This design comes from an exercise in tuning for small area and few clock cycles on the open sky130 flow, not from production work. Only simulation tests tie the RTL to the original design; equivalence was not proved.

==> flow/design.v, too long to show whole: its modules and the start of the top module <==
// module cv32e40p_clock_gate: 8 lines
// module cv32e41s_sffr: 18 lines
// module cv32e41s_sffs: 18 lines
// module cv32e41s_alert: 35 lines
// module cv32e41s_alignment_buffer: 396 lines
// module cv32e41s_alu: 171 lines
// module cv32e41s_alu_b_cpop: 12 lines
// module cv32e41s_b_decoder: 289 lines
// module cv32e41s_clic_int_controller: 74 lines
// module cv32e41s_compressed_decoder: 284 lines
// module cv32e41s_controller: 161 lines
// module cv32e41s_controller_bypass: 160 lines
// module cv32e41s_controller_fsm: 771 lines
// module cv32e41s_cs_registers: 2767 lines
// module cv32e41s_csr: 70 lines
// module cv32e41s_data_obi_interface: 78 lines
// module cv32e41s_debug_triggers: 337 lines
// module cv32e41s_decoder: 190 lines
// module cv32e41s_div: 171 lines
// module cv32e41s_dummy_instr: 103 lines
// module cv32e41s_ex_stage: 282 lines
// module cv32e41s_ff_one: 52 lines
// module cv32e41s_i_decoder: 303 lines
// module cv32e41s_id_stage: 441 lines
// module cv32e41s_if_stage: 413 lines
// module cv32e41s_incore: 807 lines
// module cv32e41s_instr_obi_interface: 122 lines
// module cv32e41s_int_controller: 56 lines
// module cv32e41s_lfsr: 39 lines
// module cv32e41s_load_store_unit: 480 lines
// module cv32e41s_lsu_response_filter: 95 lines
// module cv32e41s_m_decoder: 87 lines
// module cv32e41s_mpu_test: 210 lines
// module cv32e41s_mpu_test_data: 210 lines
// module cv32e41s_mult: 134 lines
// module cv32e41s_obi_integrity_fifo: 104 lines
// module cv32e41s_pc_check: 125 lines
// module cv32e41s_pc_target: 31 lines
// module cv32e41s_pma: 63 lines
// module cv32e41s_pmp: 189 lines
// module cv32e41s_pmp_walker_64: 238 lines
// module cv32e41s_prefetch_unit: 100 lines
// module cv32e41s_prefetcher: 82 lines
// module cv32e41s_rchk_check: 22 lines
// module cv32e41s_register_file: 74 lines
// module cv32e41s_register_file_ecc: 42 lines
// module cv32e41s_register_file_wrapper: 46 lines
// module cv32e41s_sequencer: 278 lines
// module cv32e41s_sleep_unit: 44 lines
// module cv32e41s_wb_stage: 80 lines
// module cv32e41s_wpt: 85 lines
// module cv32e41s_write_buffer: 63 lines
// module cv32e41s_xpmp: 143 lines
module cv32e41s_incore 
#(
  parameter                             LIB                                     = 0,
  parameter logic RV32                                    = RV32I,
  parameter logic [1:0] B_EXT                                   = B_NONE,
  parameter logic [1:0] M_EXT                                   = M,
  parameter bit                         DEBUG                                   = 1,
  parameter logic [31:0]                DM_REGION_START                         = 32'hF0000000,
  parameter logic [31:0]                DM_REGION_END                           = 32'hF0003FFF,
  parameter int                         DBG_NUM_TRIGGERS                        = 1,
  parameter int                         PMA_NUM_REGIONS                         = 0,
  parameter logic [PMA_NUM_REGIONS*68-1:0]                   PMA_CFG            = '0,
  parameter bit                         CLIC                                    = 0,
  parameter int unsigned                CLIC_ID_WIDTH                           = 5,
  parameter int unsigned                CLIC_INTTHRESHBITS                      = 8,
  parameter int unsigned                PMP_GRANULARITY                         = 0,
  parameter int                         PMP_NUM_REGIONS                         = 0,
  parameter logic [PMP_NUM_REGIONS*8-1:0]                   PMP_PMPNCFG_RV     = '0,
  parameter logic [PMP_NUM_REGIONS*32-1:0]                PMP_PMPADDR_RV     = '0,
  // ...
==> flow/run.sh <==
#!/bin/bash
# synth_recipe.tcl (not shown) runs the flow's synth.tcl, then flattens the netlist and writes it again
# the make line also repeats each setting of config.mk as NAME=value (left out here)
make -C /OpenROAD-flow-scripts/flow DESIGN_CONFIG=/design/flow/config.mk WORK_HOME=/design/flow/orfs CLKGATE_MAP_FILE= SYNTH_SCRIPT=/design/flow/synth_recipe.tcl finish
==> flow/config.mk <==
export PLATFORM = sky130hd
export DESIGN_NAME = cv32e41s_incore
export DESIGN_NICKNAME = cv32e41s_incore
export VERILOG_FILES = /design/flow/design.v
export SDC_FILE = /design/flow/constraint.sdc
export NUM_CORES = 8
export LEC_CHECK = 0
export ABC_AREA = 1
export CAP_MARGIN = 25
export CORE_MARGIN = 2
export CORE_UTILIZATION = 40
export CTS_BUF_LIST = sky130_fd_sc_hd__clkbuf_4 sky130_fd_sc_hd__clkbuf_8
export CTS_CLUSTER_SIZE = 30
export SLEW_MARGIN = 25
==> flow/constraint.sdc <==
create_clock -name core_clock -period 20.0 [get_ports {clk_i}]
set_input_delay 4.0000 -clock core_clock [delete_from_list [all_inputs] [get_ports {clk_i}]]
set_output_delay 4.0000 -clock core_clock [all_outputs]
set_load 0.01 [all_outputs]
==> results.txt, run 1 <==
- Area Growth Syn to Fin: 12.6%
- WHS: 0.446 ns
- Most common cell after layout, fill and taps aside: nand2_1
- Fmax: 59.2 MHz
- TritonCTS clock tree: done
- Post-synthesis mux area share: 0.413%
- Detailed placement HPWL: 711,000 um
- Ranking of synthesized cells by area: dfrtp_1 21%, edfxtp_1 17%, nand2_1 9.3%
- Met1 Use GR: 55.4%
- Pre-CTS WS: 3.97 ns
- R2R Path Start: id_stage_i.id_ex_pipe_o[310]
- Outcome: no timing/DRC/antenna violations
- Max layer used: met5
- Worst Path Arrival: 12.89 ns
- Nonclk buf count: 1,160
- CTS max path bufs: 4
- Final hold violation count: 0
- CTS resizes: 0
- Synth cell types: 89
- Hold depth: 2
- Least-Margin Pin Slew: 1.34 ns
- Ports: 747
- Worst Path Buf+Inv: 5
- Vias in the first global route: 166,526
- Setup WS post-layout: 3.11 ns
- Top cell type's share of synthesized area: 21.0%
Testbench counts, summed over its fixed seeds: cycles 1,166,485.
==> run 2: changes to the inputs <==
==> flow/config.mk (replaced) <==
export PLATFORM = sky130hd
export DESIGN_NAME = cv32e41s_incore
export DESIGN_NICKNAME = cv32e41s_incore
export VERILOG_FILES = /design/flow/design.v
export SDC_FILE = /design/flow/constraint.sdc
export NUM_CORES = 8
export LEC_CHECK = 0
export ABC_AREA = 1
export CAP_MARGIN = 35
export CORE_MARGIN = 2
export CORE_UTILIZATION = 40
export SLEW_MARGIN = 35
==> results.txt, run 2 <==
- Final hold violation count: 0 (unchanged)
- Setup violations, final: 0 (unchanged)
- Synthesized area: 0.176 mm2 (unchanged)
- Total Wirelength: 973,000 um (was 974,000 um)
- Layout cells sized above 1: 8.01% (was 9.05%)
- Number of synthesized flops with an enable pin: 992 (unchanged)
- Crit end category: primary output (unchanged)
- Relative slew slack: 25.5% (was 9.67%)
- GRT Total Usage: 42.2% (about the same)
- Synth cell types: 89 (unchanged)
- Tmin final: 16.53 ns (was 16.89 ns)
- CORE AREA: 0.438 mm2 (unchanged)
- CP top delay family: compound AO/OA/AOI/OAI gates (unchanged)
- Routed Antenna Nets: 0 (unchanged)
- Reg with most FFs: register_file_wrapper_i.register_file_i.mem_q (unchanged)
- Ports: 747 (unchanged)
- Critical path class: reg2out (unchanged)
- Least-Margin Pin Slew: 1.11 ns (was 1.34 ns)
- Synth async-reset ratio: 60.6% (unchanged)
- R2R Path End: ex_stage_i.div.div_i.remainder_q[31] (unchanged)
- Largest registers: register_file_wrapper_i.register_file_i.mem_q: 992 flops, id_stage_i.id_ex_pipe_o: 209 flops, ex_stage_i.ex_wb_pipe_o: 139 flops (unchanged)
- CP dominant cell by count: nand2_1 (unchanged)
- Worst Path Required: 16.00 ns (about the same)
- Die height: 667 um (unchanged)
- R2R Path Start: id_stage_i.id_ex_pipe_o[310] (unchanged)
- Detailed placement HPWL: 711,000 um (about the same)
- Most common cell after layout, fill and taps aside: nand2_1 (unchanged)
- Root buffer cell: clkbuf_16 (was clkbuf_8)
- Pre-Repair DR Iteration Count: 7 (was 9)
- Yosys warnings: 347 (unchanged)
- CTS resizes: 0 (unchanged)
- DRT iter0 DRCs: 27,393 (was 27,251)
- Largest register FFs: 992 (unchanged)
- Slowest stage delay, CP: 0.91 ns (was 0.96 ns)
- Clk Latency, worst-skew pair: 1.05 ns (was 1.33 ns)
- Sum Neg Setup Slack: 0 ns (unchanged)
- Number of max-cap violations: 0 (unchanged)
- Ranking of synthesized cells by area: dfrtp_1 21%, edfxtp_1 17%, nand2_1 9.3% (unchanged)
- First-pass GRT wire length: 1,330,000 um (about the same)
- Placed Area: 0.188 mm2 (about the same)
- Slowest CP cell: a311oi_2 (unchanged)
- Clock Skew: 0.132 ns (was 0.198 ns)
- Finished Layout Cells: 28,468 (was 28,770)
- Hold depth: 2 (unchanged)
- Vias/cell: 6.33 (was 6.31)
- R2R Setup Slk: 5.00 ns (was 5.01 ns)
- Top cell type's share of synthesized area: 21.0% (unchanged)
- Worst Path Buf+Inv: 5 (unchanged)
- Synth top cells by count: 4,359 x nand2_1, 2,949 x o21ai_0, 2,274 x inv_1 (unchanged)
- Die W: 667 um (unchanged)
- Fmax: 60.5 MHz (was 59.2 MHz)
- # nets final: 23,864 (was 24,004)
- Min-delay src: if_stage_i.instruction_obi_i.obi_a_req_q[13]
- Remaining DRCs: 0 (unchanged)
- Total CTS buffers: 311 (was 457)
- CTS clock-pin slew for the worst setup and hold paths: 0.06 ns (was 0.07 ns)
- Top FF cell, synth: dfrtp_1 (unchanged)
- Finished Core Util: 45.4% (was 45.2%)
- Hold path endpoint: if_stage_i.instruction_obi_i.obi_a_req_q[13]
- Starting Density: 40.1% (unchanged)
- Fillers: 43,888 (was 44,224)
- Final Cycle Share: 82.6% (was 84.5%)
- Vias in the first global route: 165,515 (was 166,526)
- TritonCTS clock tree: done (unchanged)
- WL/cell: 34.2 um (was 33.9 um)
- Post-synthesis sequential area ratio: 38.7% (unchanged)
- Slew Viols, Final: 0 (unchanged)
- Startpoint Class: register (unchanged)
- Min-delay worst type: reg2reg (unchanged)
- Placed cell count: 27,857 (was 27,850)
- Via count: 180,132 (was 181,628)
- Die area: 0.445 mm2 (unchanged)
- RSZ-0062 raised after global routing: false (unchanged)
- Initial antenna violation count: 115 (was 112)
- CTS Sinks: 2,517 (unchanged)
- RePlAce Congestion: 1.08 (unchanged)
- Outcome: no timing/DRC/antenna violations (unchanged)
- Setup Buffers After CTS: 0 (unchanged)
- Cts hold-fix bufs: 0 (unchanged)
- CTS max path bufs: 4 (unchanged)
- Dominant cell type by area after synthesis: dfrtp_1 (unchanged)
- Worst Path Max Fanout: 102 (unchanged)
- FF-to-FF path depth: 40 (unchanged)
- Cell area after layout: 0.199 mm2 (was 0.198 mm2)
- Mean post-synth cell area: 7.83 um2 (unchanged)
- H-tree depth: 5 (unchanged)
- Cells after Synth: 22,436 (unchanged)
- Area Growth Syn to Fin: 13.1% (was 12.6%)
- Global route total overflow: 0 (unchanged)
- Port Buffers: 496 (unchanged)
- Count leader, synth: nand2_1 (unchanged)
- Cell Rows: 243 (unchanged)
- Worst Path Arrival: 12.53 ns (was 12.89 ns)
- Flops & latches, synth: 2,517 (unchanged)
- Commonest cells after routing, fill and taps aside: 4,349 x nand2_1, 2,871 x o21ai_0, 2,255 x inv_1 (was 4,349 x nand2_1, 2,885 x o21ai_0, 2,260 x inv_1)
- Largest net degree at the start of global routing: 164 (unchanged)
==> run 2: kinds of logic (layout without fill, tap and decap cells) <==
| group | count (synthesis) | count (layout) | share of synthesized area, % |
|---|---|---|---|
| and+or+nand+nor | 7405 | 7405 | 17.4 |
| AOI/OAI and AO/OA | 6823 | 6823 | 22.9 |
| buffers and inverters | 3971 | 4130 | 8.99 |
| DFF | 2517 | 2517 | 38.7 |
| adders and majority gates | 1005 | 1005 | 8.43 |
| xor gates and xnor gates | 645 | 645 | 3.22 |
| muxes | 68 | 68 | 0.413 |
| other | 2 | 118 | 0.00427 |
==> run 2: layout make-up <==
type                       count  area (um2)  area share, %
multi-input combinational  16020       93800           47.2
sequential                  2517       68000           34.2
timing repair buffer        1166       10300           5.18
inverter                    2409        9080           4.57
clock buffer                 432        8800           4.43
tap                         5757        7200           3.63
clock inverter               123        1390          0.699
antenna                       44         110         0.0554
==> run 2: worst min-delay path, cell delays in order, from the launching register on <==
cell and delay, ns:
dfstp_2 0.36, nand2_1 0.05, inv_1 0.04
==> run 2: through the flow <==
step	worst slack [ns]	hold WS (ns)
final	3.47	0.451
after global routing	3.10	0.464
after CTS	3.90	0.451
after detailed placement	3.92	0.441
after global placement	4.00	0.440
after floorplan	6.15	0.423
==> run 2: worst max path at each step <==
stage | startpoint | to | cells after the start
global route | if_stage_i.if_id_pipe_o[150] | instr_achk_o[3] | 52
CTS | debug_req_i | data_req_o | 40
detailed placement | debug_req_i | data_req_o | 40
floorplan | ex_stage_i.div.div_i.state[0] | ex_stage_i.div.div_i.remainder_q[31] | 42
global placement | debug_req_i | data_req_o | 40
finish | if_stage_i.if_id_pipe_o[151] | instr_achk_o[3] | 53
==> run 2: layer usage <==
metal | vias up | wire length (um) | track usage [%]
met4 | 46 | 79500 | 28.8
met3 | 2537 | 114000 | 10.9
met1 | 88160 | 378000 | 55.7
met5 | - | 279 | 0.195
li1 | 77096 | - | -
met2 | 12293 | 401000 | 60.5

-- static timing again, ports no longer ideal --
Ports are ideal in the flow. The routed layouts listed here were re-timed in OpenROAD. Step 1, drivers: a clkbuf_16 drives clk_i and a buf_2 each remaining input, both assumed. Step 2, shift: input delay + t, output delay - t, t = (earliest + latest rising clock arrival at the registers) / 2. This alone moves slack from input paths to output paths. Three values: ideal ports, drivers, drivers and shift; two values: the first two.
run | t (ns) | slack for setup (ns) | hold WS [ns] | worst data-port slew with drivers (ns)
run 1 | 1.347 | 3.108 / 2.988 / 3.623 | 0.446 / 0.446 / 0.446 | 0.24
run 2 | 1.083 | 3.472 / 3.369 / 3.607 | 0.451 / 0.451 / 0.451 | 0.24
After both steps setup and hold are still met in every run listed.
